Background: an optimization exercise with open tools, aiming at small area, a short achievable clock period and few clock cycles. Do not read the settings as production practice. At most, simulation tests tie the RTL to the original design; equivalence was not proved. No driver is modelled on the clock port, so clock power and skew are understated where the tree is cut down; a real chip needs a root buffer or a tree. Power figures rest on the tool's default switching activity, not on a simulated workload.

==> flow/design.v <==
module AEC(clk, rst, ascii_in, ready, valid, result);
input clk;
input rst;
input ready;
input [7:0] ascii_in;
output valid;
output [6:0] result;
reg valid_r;            
reg k_dig, k_pm, k_mul, k_lp, k_rp;    
reg [3:0] xv;           
wire active = k_dig | k_pm | k_mul | k_lp | k_rp;
wire inexpr = ready | active;
wire [7:0] a = ascii_in;
wire is_eq  = a[4] & a[3] & a[2];              
wire is_dig = a[6] | (a[4] & ~(a[3] & a[2]));  
wire is_op  = ~a[6] & ~a[4];                   
wire [2:0] a_inc = a[2:0] + 3'd1;
always @(posedge clk) begin
	if (rst) begin
		valid_r <= 1'b0;
		k_dig   <= 1'b0;
		k_pm    <= 1'b0;
		k_mul   <= 1'b0;
		k_lp    <= 1'b0;
		k_rp    <= 1'b0;
	end else begin
		valid_r <= inexpr & is_eq;
		k_dig   <= inexpr & is_dig;
		k_pm    <= inexpr & is_op & a[0] & (a[1] | a[2]);  
		k_mul   <= inexpr & is_op & ~a[0] & a[1];           
		k_lp    <= inexpr & is_op & ~a[0] & ~a[1];          
		k_rp    <= inexpr & is_op & a[0] & ~a[2] & ~a[1];   
	end
	xv <= a[6] ? {1'b1, a_inc} :
	      is_op ? {1'b0, a[2], 2'b00} :
	      a[3:0];
end
reg [6:0] A, B, K;
reg [13:0] E0;            
reg [6:0] E1;             
reg v0, v1;               
reg [6:0] T;              
reg tm;                   
reg [5:0] F;              
reg po;                   
wire pop = k_rp & F[0] & ~tm;      
wire tclose = k_rp & F[0] & tm;    
wire push = k_lp & po & ~v1;       
wire topen = k_lp & po & v1;       
wire [6:0] S_o = {7{pop}} & E0[13:7];
wire [6:0] r0 = {7{xv[0]}} & B;
wire [6:0] r1 = {7{xv[1]}} & {B[5:0], 1'b0};
wire [6:0] r2 = {7{xv[2]}} & {B[4:0], 2'b0};
wire [6:0] r3 = ({7{xv[3]}} & {B[3:0], 3'b0}) | S_o | ({7{k_mul}} & ~B);
wire [6:0] s1 = r0 ^ r1 ^ r2;
wire [6:0] c1 = (r0 & r1) | (r0 & r2) | (r1 & r2);
wire [6:0] t1 = {c1[5:0], 1'b0};
wire [6:0] s2 = s1 ^ t1 ^ r3;
wire [6:0] c2 = (s1 & t1) | (s1 & r3) | (t1 & r3);
wire [6:0] t2 = {c2[5:0], k_mul};
wire [6:0] s3 = s2 ^ t2 ^ A;
wire [6:0] c3 = (s2 & t2) | (s2 & A) | (t2 & A);
wire [6:0] P = s2 + t2;
wire [6:0] Q = s3 + {c3[5:0], 1'b0};
wire [6:0] negK = ~K + 7'd1;
always @(posedge clk) begin
	if (~active) begin
		A  <= 7'd0;
		B  <= 7'd1;
		K  <= 7'd1;
		F  <= 6'd0;
		v0 <= 1'b0;
		v1 <= 1'b0;
		tm <= 1'b0;
	end else begin
		if (push)
			A <= 7'd0;
		else if (~k_pm)
			A <= Q;
		if (k_dig)
			B <= P;
		else if (k_pm)
			B <= xv[2] ? negK : K;
		else if (k_rp & ~tclose)
			B <= A;
		if (k_lp)
			K <= B;
		else if (tclose)
			K <= T;
		else if (pop)
			K <= E0[6:0];
		if (k_lp)
			F <= {F[4:0], po};
		else if (k_rp)
			F <= {1'b0, F[5:1]};
		if (push) begin
			v0 <= 1'b1;
			v1 <= v0;
		end else if (pop) begin
			v0 <= v1;
			v1 <= 1'b0;
		end
		if (topen)
			tm <= 1'b1;
		else if (tclose)
			tm <= 1'b0;
	end
	po <= k_mul | k_pm;
	if (push) begin
		E0 <= {A, K};
		E1 <= E0[13:7];
	end else if (pop) begin
		E0 <= {E1, 7'd1};
	end
	if (topen)
		T <= K;
end
assign valid  = valid_r;
assign result = A;
endmodule
==> flow/config.mk <==
export PLATFORM = sky130hd
export DESIGN_NAME = AEC
export DESIGN_NICKNAME = AEC
export VERILOG_FILES = /design/flow/design.v
export SDC_FILE = /design/flow/constraint.sdc
export NUM_CORES = 4
export LEC_CHECK = 0
export CAP_MARGIN = 20
export CORE_MARGIN = 2
export CORE_UTILIZATION = 50
export SLEW_MARGIN = 20
==> flow/constraint.sdc <==
create_clock -name core_clock -period 14.0 [get_ports {clk}]
set_input_delay 2.8000 -clock core_clock [delete_from_list [all_inputs] [get_ports {clk}]]
set_output_delay 2.8000 -clock core_clock [all_outputs]
set_load 0.01 [all_outputs]
standard.sh (not shown) runs the stock make flow with config.mk's settings and CLKGATE_MAP_FILE= SYNTH_SCRIPT=/design/flow/synth_recipe.tcl, a recipe that flattens the netlist after the stock synthesis.
==> flow/flow/run.sh <==
#!/bin/bash
# Runs the standard ORFS layout (standard.sh) with the extra make
# settings listed one per line in flow/make_args, and flow/pre_cts.tcl as
# the CTS step's PRE_CTS_TCL hook (it builds the clock tree itself).
# make's output goes to standard_flow.log; each ORFS step also writes its
# own log under orfs/logs/.
set -euo pipefail
mapfile -t extra < flow/make_args
bash standard.sh "${extra[@]}" "PRE_CTS_TCL=$PWD/flow/pre_cts.tcl" finish > standard_flow.log 2>&1
Other scripts of this flow, unchanged in this note and not shown: flow/flow/make_args, flow/flow/pre_cts.tcl
Edit:
--- a/flow/design.v
+++ b/flow/design.v
@@ -72,24 +72,27 @@
 		v0 <= 1'b0;
 		v1 <= 1'b0;
 		tm <= 1'b0;
 	end else begin
-		if (push)
-			A <= 7'd0;
-		else if (~k_pm)
+		if (k_dig) begin
 			A <= Q;
-		if (k_dig)
 			B <= P;
-		else if (k_pm)
+		end else if (k_mul) begin
+			A <= Q;
+		end else if (k_pm) begin
 			B <= xv[2] ? negK : K;
-		else if (k_rp & ~tclose)
+		end else if (k_lp) begin
+			if (push)
+				A <= 7'd0;
+			K <= B;
+		end else if (tclose) begin
+			K <= T;
+		end else if (k_rp) begin
+			A <= Q;
 			B <= A;
-		if (k_lp)
-			K <= B;
-		else if (tclose)
-			K <= T;
-		else if (pop)
-			K <= E0[6:0];
+			if (pop)
+				K <= E0[6:0];
+		end
 		if (k_lp)
 			F <= {F[4:0], po};
 		else if (k_rp)
 			F <= {1'b0, F[5:1]};
=> Design area rose by about 3.3%; final cell count rose by 2.9%; routed wire length rose by 3.5%; synthesized area rose by about 2.2%; critical path depth stays the same; sequential power fell by about 4%; setup slack is better by 0.0037 ns.
Function was not checked in any run of this note: the RTL went through the layout flow alone. In every run of this note, the design's own scripts or RTL, not TritonCTS, make the clock network.


// AEC: RTL as listed in full above, without the edits since
export LEC_CHECK = 0
export CAP_MARGIN = 20
export CORE_MARGIN = 2
export CORE_UTILIZATION = 50
export SLEW_MARGIN = 20
create_clock -name core_clock -period 14.0 [get_ports {clk}]
==> flow/flow/make_args <==
SETUP_SLACK_MARGIN=10.5
BUFFER_PORTS_ARGS=-buffer_cell sky130_fd_sc_hd__buf_1
==> flow/flow/pre_cts.tcl <==
# Clock distribution for this small design: the clock port drives four
# clkbuf_16, one per quadrant of the clock sinks, each placed at the centre
# of its sinks and driving them directly.  TritonCTS builds a deeper tree
# (nine buffers in two levels) for the same sinks; here the CTS step's own
# clock_tree_synthesis call is turned into a no-op that only propagates the
# clock, and the rest of the step (legalisation, timing repair) runs as usual.
proc my_split_clock { } {
  set block [ord::get_db_block]
  set clknet [[$block findBTerm clk] getNet]
  set master [[ord::get_db] findMaster sky130_fd_sc_hd__clkbuf_16]
  set sinks {}
  foreach it [$clknet getITerms] {
    set loc [[$it getInst] getLocation]
    lappend sinks [list [lindex $loc 0] [lindex $loc 1] $it]
  }
  set sinks [lsort -integer -index 0 $sinks]
  set half [expr {([llength $sinks] + 1) / 2}]
  set groups {}
  foreach part [list [lrange $sinks 0 [expr {$half - 1}]] [lrange $sinks $half end]] {
    set part [lsort -integer -index 1 $part]
    set h [expr {([llength $part] + 1) / 2}]
    lappend groups [lrange $part 0 [expr {$h - 1}]] [lrange $part $h end]
  }
  set g 0
  foreach grp $groups {
    if { [llength $grp] == 0 } { continue }
    set buf [odb::dbInst_create $block $master clkbuf_q$g]
    set net [odb::dbNet_create $block clknet_q$g]
    $net setSigType CLOCK
    set sx 0
    set sy 0
    foreach s $grp {
      set it [lindex $s 2]
      incr sx [lindex $s 0]
      incr sy [lindex $s 1]
      $it disconnect
      $it connect $net
    }
    [$buf findITerm A] connect $clknet
    [$buf findITerm X] connect $net
    $buf setLocation [expr {$sx / [llength $grp]}] [expr {$sy / [llength $grp]}]
    $buf setPlacementStatus PLACED
    puts "clock buffer clkbuf_q$g drives [llength $grp] sinks"
    incr g
  }
}

my_split_clock
rename clock_tree_synthesis my_unused_clock_tree_synthesis
proc clock_tree_synthesis { args } {
  set_propagated_clock [all_clocks]
  puts "clock_tree_synthesis skipped: the clock tree was built in PRE_CTS_TCL"
}
Scripts as last shown in full above: flow/flow/run.sh
The starting point finished clean.
Then changed:
--- a/flow/design.v
+++ b/flow/design.v
@@ -30,11 +30,11 @@
 		k_mul   <= inexpr & is_op & ~a[0] & a[1];           
 		k_lp    <= inexpr & is_op & ~a[0] & ~a[1];          
 		k_rp    <= inexpr & is_op & a[0] & ~a[2] & ~a[1];   
 	end
 	xv <= a[6] ? {1'b1, a_inc} :
-	      is_op ? {1'b0, a[2], 2'b00} :
+	      is_op ? ((a[1] & ~a[0]) ? 4'hf : {1'b0, a[2], 2'b00}) :
 	      a[3:0];
 end
 reg [6:0] A, B, K;
 reg [13:0] E0;            
 reg [6:0] E1;             
@@ -46,39 +46,38 @@
 wire pop = k_rp & F[0] & ~tm;      
 wire tclose = k_rp & F[0] & tm;    
 wire push = k_lp & po & ~v1;       
 wire topen = k_lp & po & v1;       
 wire [6:0] S_o = {7{pop}} & E0[13:7];
-wire [6:0] r0 = {7{xv[0]}} & B;
-wire [6:0] r1 = {7{xv[1]}} & {B[5:0], 1'b0};
-wire [6:0] r2 = {7{xv[2]}} & {B[4:0], 2'b0};
-wire [6:0] r3 = ({7{xv[3]}} & {B[3:0], 3'b0}) | S_o | ({7{k_mul}} & ~B);
+wire one0 = xv[0];
+wire two0 = xv[1] & ~xv[0];
+wire neg0 = xv[1];
+wire one1 = xv[1] ^ xv[2];
+wire two1 = (xv[3] & ~xv[2] & ~xv[1]) | (~xv[3] & xv[2] & xv[1]);
+wire neg1 = xv[3];
+wire d2   = xv[3] & ~k_mul;
+wire [6:0] r0 = (({7{one0}} & B) | ({7{two0}} & {B[5:0], 1'b0})) ^ {7{neg0}};
+wire [6:0] r1 = {((({5{one1}} & B[4:0]) | ({5{two1}} & {B[3:0], 1'b0})) ^ {5{neg1}}), 2'b00} | S_o;
+wire [6:0] r2 = {{3{d2}} & B[2:0], 1'b0, neg1, 1'b0, neg0};
 wire [6:0] s1 = r0 ^ r1 ^ r2;
 wire [6:0] c1 = (r0 & r1) | (r0 & r2) | (r1 & r2);
 wire [6:0] t1 = {c1[5:0], 1'b0};
-wire [6:0] s2 = s1 ^ t1 ^ r3;
-wire [6:0] c2 = (s1 & t1) | (s1 & r3) | (t1 & r3);
-wire [6:0] t2 = {c2[5:0], k_mul};
-wire [6:0] s3 = s2 ^ t2 ^ A;
-wire [6:0] c3 = (s2 & t2) | (s2 & A) | (t2 & A);
-wire [6:0] P = s2 + t2;
-wire [6:0] Q = s3 + {c3[5:0], 1'b0};
+wire [6:0] s2 = s1 ^ t1 ^ A;
+wire [6:0] c2 = (s1 & t1) | (s1 & A) | (t1 & A);
+wire [6:0] P = s1 + t1;
+wire [6:0] Q = s2 + {c2[5:0], 1'b0};
 wire [6:0] negK = ~K + 7'd1;
+wire a_q = active & ~push & ~k_pm;
 always @(posedge clk) begin
 	if (~active) begin
-		A  <= 7'd0;
 		B  <= 7'd1;
 		K  <= 7'd1;
 		F  <= 6'd0;
 		v0 <= 1'b0;
 		v1 <= 1'b0;
 		tm <= 1'b0;
 	end else begin
-		if (push)
-			A <= 7'd0;
-		else if (~k_pm)
-			A <= Q;
 		if (k_dig)
 			B <= P;
 		else if (k_pm)
 			B <= xv[2] ? negK : K;
 		else if (k_rp & ~tclose)
@@ -103,10 +102,11 @@
 		if (topen)
 			tm <= 1'b1;
 		else if (tclose)
 			tm <= 1'b0;
 	end
+	A <= ({7{a_q}} & Q) | ({7{k_pm}} & A);
 	po <= k_mul | k_pm;
 	if (push) begin
 		E0 <= {A, K};
 		E1 <= E0[13:7];
 	end else if (pop) begin
The new run finished with timing, DRC and antenna clean.
Area after synthesis is higher by about 0.5%.
Sequential cell count stays the same.
Final cell count is lower by about 3%.
Total power is higher by about 28%.
Via count is higher by 1.8%.
Routed wire length stays flat.
Sequential power is higher by about 5%.
Global-route usage is lower by 0.63 points.
Die area is higher by 0.47%.
Setup slack gains 0.13 ns.
Cell area hardly moves.
Sequential share of layout area is lower by 0.14 points.
Core utilization barely changes.
No run of this note included a check of the RTL's function; only the layout flow was run. In every run of this note, the design's own scripts or RTL, not TritonCTS, make the clock network.


Another version of the RTL of AEC (not shown whole).
Size: roughly 400 cells after synthesis, about 73 flip-flops, roughly 4000 µm² of cells after synthesis.
==> module AEC, before the edit <==
module AEC(clk, rst, ascii_in, ready, valid, result);
input clk;
input rst;
input ready;
input [7:0] ascii_in;
output valid;
output [6:0] result;
reg valid_r;            
reg k_dig, k_pm, k_mul, k_lp, k_rp;    
reg [3:0] xv;           
wire active = k_dig | k_pm | k_mul | k_lp | k_rp;
wire inexpr = ready | active;
wire [7:0] a = ascii_in;
wire is_eq  = a[4] & a[3] & a[2];              
wire is_dig = a[6] | (a[4] & ~(a[3] & a[2]));  
wire is_op  = ~a[6] & ~a[4];                   
wire [2:0] a_inc = a[2:0] + 3'd1;
always @(posedge clk) begin
	if (rst) begin
		valid_r <= 1'b0;
		k_dig   <= 1'b0;
		k_pm    <= 1'b0;
		k_mul   <= 1'b0;
		k_lp    <= 1'b0;
		k_rp    <= 1'b0;
	end else begin
		valid_r <= inexpr & is_eq;
		k_dig   <= inexpr & is_dig;
		k_pm    <= inexpr & is_op & a[0] & (a[1] | a[2]);  
		k_mul   <= inexpr & is_op & ~a[0] & a[1];           
		k_lp    <= inexpr & is_op & ~a[0] & ~a[1];          
		k_rp    <= inexpr & is_op & a[0] & ~a[2] & ~a[1];   
	end
	xv <= a[6] ? {1'b1, a_inc} :
	      is_op ? {1'b0, a[2], 2'b00} :
	      a[3:0];
end
reg [6:0] A, B, K;
reg [13:0] E0, E1;        
reg [6:0] E2;             
reg [5:0] F;              
reg po;                   
wire [6:0] S_o = {7{k_rp & F[0]}} & E0[13:7];
wire [6:0] r0 = {7{xv[0]}} & B;
wire [6:0] r1 = {7{xv[1]}} & {B[5:0], 1'b0};
wire [6:0] r2 = {7{xv[2]}} & {B[4:0], 2'b0};
wire [6:0] r3 = ({7{xv[3]}} & {B[3:0], 3'b0}) | S_o | ({7{k_mul}} & ~B);
wire [6:0] s1 = r0 ^ r1 ^ r2;
wire [6:0] c1 = (r0 & r1) | (r0 & r2) | (r1 & r2);
wire [6:0] t1 = {c1[5:0], 1'b0};
wire [6:0] s2 = s1 ^ t1 ^ r3;
wire [6:0] c2 = (s1 & t1) | (s1 & r3) | (t1 & r3);
wire [6:0] t2 = {c2[5:0], k_mul};
wire [6:0] s3 = s2 ^ t2 ^ A;
wire [6:0] c3 = (s2 & t2) | (s2 & A) | (t2 & A);
wire [6:0] P = s2 + t2;
wire [6:0] Q = s3 + {c3[5:0], 1'b0};
wire [6:0] K_o = F[0] ? E0[6:0] : K;
wire [6:0] negK = ~K + 7'd1;
always @(posedge clk) begin
	if (~active) begin
		A <= 7'd0;
		B <= 7'd1;
		K <= 7'd1;
		F <= 6'd0;
	end else begin
		if (k_dig) begin
			A <= Q;
			B <= P;
		end else if (k_mul) begin
			A <= Q;
		end else if (k_pm) begin
			B <= xv[2] ? negK : K;
		end else if (k_lp) begin
			A <= 7'd0;
			K <= B;
		end else if (k_rp) begin
			A <= Q;
			B <= A;
			K <= K_o;
		end
		if (k_lp)
			F <= {F[4:0], po};
		else if (k_rp)
			F <= {1'b0, F[5:1]};
	end
	po <= k_mul | k_pm;
	if (k_lp & po) begin
		E0 <= {A, K};
		E1 <= E0;
		E2 <= E1[13:7];
	end else if (k_rp & F[0]) begin
		E0 <= E1;
		E1 <= {E2, 7'd1};
	end
end
assign valid  = valid_r;
assign result = A;
endmodule
==> flow/config.mk <==
export PLATFORM = sky130hd
export DESIGN_NAME = AEC
export DESIGN_NICKNAME = AEC
export VERILOG_FILES = /design/flow/design.v
export SDC_FILE = /design/flow/constraint.sdc
export NUM_CORES = 4
export LEC_CHECK = 0
export CAP_MARGIN = 20
export CORE_MARGIN = 2
export CORE_UTILIZATION = 50
export SLEW_MARGIN = 20
==> flow/constraint.sdc <==
create_clock -name core_clock -period 14.0 [get_ports {clk}]
set_input_delay 2.8000 -clock core_clock [delete_from_list [all_inputs] [get_ports {clk}]]
set_output_delay 2.8000 -clock core_clock [all_outputs]
set_load 0.01 [all_outputs]
==> flow/flow/make_args <==
SETUP_SLACK_MARGIN=10.45
BUFFER_PORTS_ARGS=-buffer_cell sky130_fd_sc_hd__buf_1
Scripts as last shown in full above: flow/flow/run.sh, flow/flow/pre_cts.tcl
Testbench counts at the start, summed over its fixed seeds: cycles 27,544.
Rerun with:
--- a/flow/design.v
+++ b/flow/design.v
@@ -33,5 +33,5 @@
 	end
 	xv <= a[6] ? {1'b1, a_inc} :
-	      is_op ? {1'b0, a[2], 2'b00} :
+	      is_op ? {a[2], 3'b000} :
 	      a[3:0];
 end
@@ -45,5 +45,8 @@
 wire [6:0] r1 = {7{xv[1]}} & {B[5:0], 1'b0};
 wire [6:0] r2 = {7{xv[2]}} & {B[4:0], 2'b0};
-wire [6:0] r3 = ({7{xv[3]}} & {B[3:0], 3'b0}) | S_o | ({7{k_mul}} & ~B);
+wire sub = k_pm & xv[3];
+wire cin = k_mul | sub;
+wire [6:0] r3 = ({7{xv[3] & ~k_pm}} & {B[3:0], 3'b0}) | S_o | ({7{k_mul}} & ~B) |
+                ({7{k_pm}} & (K ^ {7{sub}}));
 wire [6:0] s1 = r0 ^ r1 ^ r2;
 wire [6:0] c1 = (r0 & r1) | (r0 & r2) | (r1 & r2);
@@ -51,5 +54,5 @@
 wire [6:0] s2 = s1 ^ t1 ^ r3;
 wire [6:0] c2 = (s1 & t1) | (s1 & r3) | (t1 & r3);
-wire [6:0] t2 = {c2[5:0], k_mul};
+wire [6:0] t2 = {c2[5:0], cin};
 wire [6:0] s3 = s2 ^ t2 ^ A;
 wire [6:0] c3 = (s2 & t2) | (s2 & A) | (t2 & A);
@@ -57,5 +60,4 @@
 wire [6:0] Q = s3 + {c3[5:0], 1'b0};
 wire [6:0] K_o = F[0] ? E0[6:0] : K;
-wire [6:0] negK = ~K + 7'd1;
 always @(posedge clk) begin
 	if (~active) begin
@@ -71,5 +73,5 @@
 			A <= Q;
 		end else if (k_pm) begin
-			B <= xv[2] ? negK : K;
+			B <= P;
 		end else if (k_lp) begin
 			A <= 7'd0;
The changed run completed with no timing, DRC or antenna violations.
Cell area decreases by 0.71%.
Setup slack hardly moves.
Fmax hardly moves.
Final cell count decreases by 3.7%.
Total power decreases by 3.7%.
Combinational power decreases by 13%.
Wire length decreases by 1.7%.
Synthesized cell count decreases by 3.3%.
Global-route usage decreases by 0.57 points.
Hold slack degrades by 0.0058 ns.
Sequential power decreases by about 3%.
Core utilization decreases by 0.40 points.
Only the layout flow was run in the second run of this note; the RTL was not checked for function there. In every run of this note, the design's own scripts or RTL, not TritonCTS, make the clock network.

==> afterwards: timing with drivers on the ports <==
Ports are ideal in the flow. The routed layouts listed here were re-timed in OpenROAD.
Step 1 sets driving cells, clkbuf_16 on the clock port and buf_2 on the other inputs (assumed; they add their load-dependent delay and slew).
Step 2, shift: input delay + t, output delay - t, t = (earliest + latest rising clock arrival at the registers) / 2. This alone moves slack from input paths to output paths.
a / b / c = ideal ports / drivers / drivers and shift; a / b = the first two.
| run | t, ns | setup WS [ns] | worst data-port slew with drivers (ns) |
|---|---|---|---|
| the first run of note 1 | 0.220 | 10.342 / 10.342 / 10.342 | 0.03 |
| the second run of note 1 | 0.222 | 10.346 / 10.285 / 10.346 | 0.03 |
| the first run of note 2 | 0.221 | 10.370 / 10.367 / 10.370 | 0.03 |
| the second run of note 2 | 0.208 | 10.503 / 10.462 / 10.328 | 0.04 |
| the first run of note 3 | 0.221 | 10.476 / 10.397 / 10.424 | 0.03 |
| the second run of note 3 | 0.221 | 10.474 / 10.395 / 10.390 | 0.03 |
After both steps every run listed still meets setup and hold. The setup slack of the second run of note 2, which loses most, moves by -0.041 ns with the drivers and by -0.175 ns with both steps.
